What follows belongs to an exercise in optimizing a design on an open flow for small area, a short achievable clock period and few clock cycles; a production flow would make more cautious choices.
In this exercise RTL edits were held to simulation tests only and were not proved equivalent to the original.
Power and IR drop assume default switching activity.

Setup of sierra:
==> flow/design.v <==
`timescale 1ns / 1ps
module rf_read (
    input [1023:0] r,
    input [15:0] sel,
    output [63:0] out
);
    reg [63:0] o;
    integer i;
    always @(*) begin
        o = 64'd0;
        for (i = 0; i < 16; i = i + 1) o = o | (r[64*i +: 64] & {64{sel[i]}});
    end
    assign out = o;
endmodule
module y86_pipe (
    input clk,
    input rst,
    output [8:0] imem_addr,
    input [79:0] imem_data,
    output [8:0] dmem_addr,
    output dmem_we,
    output [63:0] dmem_wdata,
    input [63:0] dmem_rdata,
    output [1:0] stat,
    input [3:0] dbg_sel,
    output [63:0] dbg_val
);
    reg [8:0] fpc;           
    reg fpc_hi;              
    reg [63:0] R [0:14];     
    reg zf, sf, of;          
    reg [1:0] st;            
    reg Dv;                  
    reg [1:0] Dst;           
    reg [3:0] Dic, Dfn, DrA, DrB;
    reg [63:0] DvalC;
    reg [9:0] DvalP;
    reg [9:0] Dpred;         
    reg [9:0] ras;           
    wire stopped = (st != 2'd0);
    function cond(input [3:0] fn, input z, input s, input o);
        case (fn)
            4'h0: cond = 1'b1;
            4'h1: cond = (s ^ o) | z;
            4'h2: cond = s ^ o;
            4'h3: cond = z;
            4'h4: cond = ~z;
            4'h5: cond = ~(s ^ o);
            4'h6: cond = ~((s ^ o) | z);
            default: cond = 1'b0;
        endcase
    endfunction
    wire [3:0] icode = imem_data[7:4];
    wire [3:0] ifun = imem_data[3:0];
    wire [3:0] rA = imem_data[15:12];
    wire [3:0] rB = imem_data[11:8];
    reg need_regids, need_valC, bad_ifun, bad_regs;
    always @(*) begin
        case (icode)
            4'h2, 4'h3, 4'h4, 4'h5, 4'h6, 4'hA, 4'hB: need_regids = 1'b1;
            default: need_regids = 1'b0;
        endcase
        case (icode)
            4'h3, 4'h4, 4'h5, 4'h7, 4'h8: need_valC = 1'b1;
            default: need_valC = 1'b0;
        endcase
        case (icode)
            4'h2, 4'h7: bad_ifun = (ifun > 4'h6);
            4'h6: bad_ifun = (ifun > 4'h3);
            4'hC, 4'hD, 4'hE, 4'hF: bad_ifun = 1'b1;
            default: bad_ifun = (ifun != 4'h0);
        endcase
        case (icode)
            4'h2, 4'h4, 4'h5, 4'h6: bad_regs = (rA == 4'hF) || (rB == 4'hF);
            4'h3: bad_regs = (rA != 4'hF) || (rB == 4'hF);
            4'hA, 4'hB: bad_regs = (rA == 4'hF) || (rB != 4'hF);
            default: bad_regs = 1'b0;
        endcase
    end
    wire [63:0] dest = imem_data[71:8];      
    wire [3:0] len = 4'd1 + {3'd0, need_regids} + {need_valC, 3'd0};
    wire [9:0] valP = {1'b0, fpc} + {6'd0, len};
    reg [1:0] f_stat;
    always @(*) begin
        if (fpc_hi) f_stat = 2'd2;
        else if (bad_ifun) f_stat = 2'd3;
        else if (valP > 10'd512) f_stat = 2'd2;
        else if (bad_regs) f_stat = 2'd3;
        else if (icode == 4'h0) f_stat = 2'd1;
        else f_stat = 2'd0;
    end
    wire x_cmov  = Dic == 4'h2;
    wire x_irmov = Dic == 4'h3;
    wire x_rmmov = Dic == 4'h4;
    wire x_mrmov = Dic == 4'h5;
    wire x_op    = Dic == 4'h6;
    wire x_call  = Dic == 4'h8;
    wire x_ret   = Dic == 4'h9;
    wire x_push  = Dic == 4'hA;
    wire x_pop   = Dic == 4'hB;
    wire x_stack = x_push | x_pop | x_call | x_ret;
    wire x_fault = Dv && (Dst != 2'd0);
    wire halted = stopped || x_fault;
    wire go = Dv && (Dst == 2'd0) && !stopped;
    wire [1023:0] rA_in, rB_in;
    genvar g;
    generate
        for (g = 0; g < 15; g = g + 1) begin : flat
            assign rA_in[64*g +: 64] = R[g];
            assign rB_in[64*g +: 64] = R[g];
        end
    endgenerate
    assign rA_in[1023:960] = {54'd0, DvalP};
    assign rB_in[1023:960] = 64'd0;
    reg [15:0] selA, selB;
    integer k;
    always @(*) begin
        for (k = 0; k < 15; k = k + 1) begin
            selA[k] = halted ? (dbg_sel == k) : (DrA == k) && !x_call;
            selB[k] = x_stack ? (k == 4) : (DrB == k) && !x_cmov && !x_irmov;
        end
        selA[15] = !halted && x_call;
        selB[15] = 1'b0;
    end
    wire [63:0] valA, valB;
    rf_read portA (.r(rA_in), .sel(selA), .out(valA));
    rf_read portB (.r(rB_in), .sel(selB), .out(valB));
    wire [63:0] rsp = R[4];
    assign dbg_val = valA;
    assign dmem_wdata = valA;
    wire sub = x_op & Dfn[0];
    wire dec = x_push | x_call;
    reg [63:0] opB;
    always @(*) begin
        if (x_stack) opB = dec ? -64'd8 : 64'd8;
        else if (x_irmov) opB = DvalC;
        else opB = valA ^ {64{sub}};
    end
    wire [64:0] arith_c = {valB, 1'b1} + {opB, sub};
    wire [63:0] arith = arith_c[64:1];
    wire arith_of = (valB[63] == opB[63]) && (arith[63] != valB[63]);
    reg [63:0] alu;
    always @(*) begin
        case ({x_op, Dfn[1:0]})
            3'b110: alu = valB & valA;
            3'b111: alu = valB ^ valA;
            default: alu = arith;
        endcase
    end
    wire alu_zf = (alu == 64'd0);
    wire alu_sf = alu[63];
    wire alu_of = ~Dfn[1] & arith_of;
    wire [9:0] am = {1'b0, valB[8:0]} + {1'b0, DvalC[8:0]};
    wire [63:9] ax = valB[63:9] ^ DvalC[63:9];
    wire [63:9] ao = valB[63:9] | DvalC[63:9];
    wire am_hi_zero = (ax[9] == am[9]) && ((ax[63:10] ^ ao[62:9]) == 54'd0);
    wire am_ok = am_hi_zero && !(am[8:3] == 6'h3F && am[2:0] != 3'd0);
    wire rsp_hi0 = (rsp[63:10] == 54'd0);
    wire dec_ok = rsp_hi0 && (rsp[9] ? (rsp[8:0] == 9'd0) : (rsp[8:3] != 6'd0));
    wire inc_ok = rsp_hi0 && !rsp[9] && !(rsp[8:3] == 6'h3F && rsp[2:0] != 3'd0);
    wire [8:0] rsp_dec = {rsp[8:3] - 6'd1, rsp[2:0]};
    reg mem_err;
    always @(*) begin
        case (Dic)
            4'h4, 4'h5: mem_err = !am_ok;
            4'h8, 4'hA: mem_err = !dec_ok;
            4'h9, 4'hB: mem_err = !inc_ok;
            default: mem_err = 1'b0;
        endcase
    end
    wire exec = go && !mem_err;
    wire ret_miss = (dmem_rdata != {54'd0, Dpred});
    assign dmem_addr = (x_rmmov | x_mrmov) ? am[8:0] : dec ? rsp_dec : rsp[8:0];
    assign dmem_we = exec && (x_rmmov | x_push | x_call);
    assign stat = stopped ? st : x_fault ? Dst : 2'd0;
    wire x_cnd = cond(Dfn, zf, sf, of);
    wire wE = (x_cmov & x_cnd) | x_irmov | x_op;    
    wire wM = x_mrmov | x_pop;                       
    wire [63:0] wdata = wM ? dmem_rdata : alu;
    wire [63:0] wdata4 = (wM && DrA == 4'd4) ? dmem_rdata : alu;
    wire [63:0] wd = rst ? 64'd0 : wdata;
    wire [63:0] wd4 = rst ? 64'd0 : wdata4;
    reg [14:0] we;
    integer i;
    always @(*) begin
        for (i = 0; i < 15; i = i + 1)
            we[i] = rst || (exec && ((wE && DrB == i) || (wM && DrA == i) || (i == 4 && x_stack)));
    end
    always @(posedge clk) begin
        for (i = 0; i < 15; i = i + 1) begin
            if (we[i]) R[i] <= (i == 4) ? wd4 : wd;
        end
    end
    wire fz = (go && x_op) ? alu_zf : zf;
    wire fs = (go && x_op) ? alu_sf : sf;
    wire fo = (go && x_op) ? alu_of : of;
    wire f_cnd = cond(ifun, fz, fs, fo);
    wire take = (icode == 4'h8) || ((icode == 4'h7) && f_cnd);
    wire f_ret = (icode == 4'h9);
    assign imem_addr = fpc;
    always @(posedge clk) begin
        if (rst) begin
            fpc <= 9'd0;
            fpc_hi <= 1'b0;
            zf <= 1'b0; sf <= 1'b0; of <= 1'b0;
            st <= 2'd0;
            Dv <= 1'b0;
        end else if (!stopped) begin
            if (x_fault) st <= Dst;
            else if (go && mem_err) st <= 2'd2;
            if (exec && x_op) begin
                zf <= alu_zf;
                sf <= alu_sf;
                of <= alu_of;
            end
            if (go && x_ret && ret_miss) begin
                fpc <= dmem_rdata[8:0];
                fpc_hi <= |dmem_rdata[63:9];
                Dv <= 1'b0;
            end else begin
                Dv <= 1'b1;
                if (f_ret) begin
                    fpc <= ras[8:0];
                    fpc_hi <= ras[9];
                end else if (take) begin
                    fpc <= dest[8:0];
                    fpc_hi <= |dest[63:9];
                end else begin
                    fpc <= valP[8:0];
                    fpc_hi <= valP[9];
                end
            end
        end
    end
    always @(posedge clk) begin
        Dst <= f_stat;
        Dic <= icode;
        Dfn <= ifun;
        DrA <= rA;
        DrB <= rB;
        DvalC <= imem_data[79:16];
        DvalP <= valP;
        Dpred <= ras;
        if (rst) ras <= 10'd0;
        else if (icode == 4'h8) ras <= valP;
    end
endmodule
==> flow/config.mk <==
export PLATFORM = sky130hd
export DESIGN_NAME = y86_pipe
export DESIGN_NICKNAME = y86_pipe
export VERILOG_FILES = /design/flow/design.v
export SDC_FILE = /design/flow/constraint.sdc
export NUM_CORES = 8
export LEC_CHECK = 0
export CAP_MARGIN = 20
export CORE_MARGIN = 2
export CORE_UTILIZATION = 50
export SLEW_MARGIN = 20
export SYNTH_HIERARCHICAL = 1
==> flow/constraint.sdc <==
create_clock -name core_clock -period 30.0 [get_ports {clk}]
set_input_delay 6.0000 -clock core_clock [delete_from_list [all_inputs] [get_ports {clk}]]
set_output_delay 6.0000 -clock core_clock [all_outputs]
set_load 0.01 [all_outputs]
standard.sh (not shown) runs the stock make flow with config.mk's settings and CLKGATE_MAP_FILE= SYNTH_SCRIPT=/design/flow/synth_recipe.tcl, a recipe that flattens the netlist after the stock synthesis.
==> flow/flow/run.sh <==
#!/bin/bash
# The standard ORFS layout (the standard.sh), with every port buffered
# with buf_4 instead of the default delay buffer.
set -euo pipefail
bash standard.sh "BUFFER_PORTS_ARGS=-buffer_cell sky130_fd_sc_hd__buf_4" finish > standard_flow.log 2>&1
sierra finished every stage and its layout cleared the timing, DRC and antenna checks.
Testbench counts of sierra, summed over its fixed seeds: cycles 140,205.
Edits applied to the flow inputs when going from sierra to pepper:
==> flow/flow/run.sh <==
#!/bin/bash
# The standard ORFS layout (the standard.sh), with:
#  - every port buffered with buf_4 instead of the default delay buffer,
#  - repair_timing asked to keep a large setup margin (the SDC is unchanged).
set -euo pipefail
bash standard.sh "BUFFER_PORTS_ARGS=-buffer_cell sky130_fd_sc_hd__buf_4" SETUP_SLACK_MARGIN=16.5 finish > standard_flow.log 2>&1
Findings:
- From pepper to sierra, post-cts hold buffer count did not move at all.
- Higher static leakage power was reported by pepper, not sierra.
- Between pepper and sierra, the via count is lower for sierra.
- Per the comparison of pepper with sierra, highest attainable clock frequency now larger; largest stage delay on the critical path now smaller; smallest setup slack after layout now larger.
- pepper against sierra: routed wire length increased 6.8%; layout overhead on the synthesized area increased 6.8 points; proportion of power drawn by flip-flops and latches decreased 1.2 points.
- pepper completed end to end with timing, DRC and antenna clean.

static timing again, ports no longer ideal:
In the flow no input, the clock included, has a driving cell. The finished layouts below were timed again as built, in two steps. Step 1 sets driving cells, clkbuf_16 on the clock port and buf_2 on the other inputs (assumed; they add their load-dependent delay and slew). Step 2 times the ports against the registers' clock, not the clock port: input delays grow and output delays shrink by t, the midpoint of the rising clock arrivals with the driver on. Slacks: ideal / step 1 / step 2; pairs: ideal / step 1.
| run | t, ns | setup WS [ns] | worst setup path at the end | pins driven straight from the clock port |
|---|---|---|---|---|
| sierra | 0.821 | 13.963 / 14.019 / 13.198 | input to register | 1 |
| pepper | 0.825 | 16.014 / 15.961 / 15.833 | input to register | 1 |
After both steps every run listed still meets setup and hold. The setup slack of sierra, which loses most, moves by +0.056 ns with the drivers and by -0.765 ns with both steps.
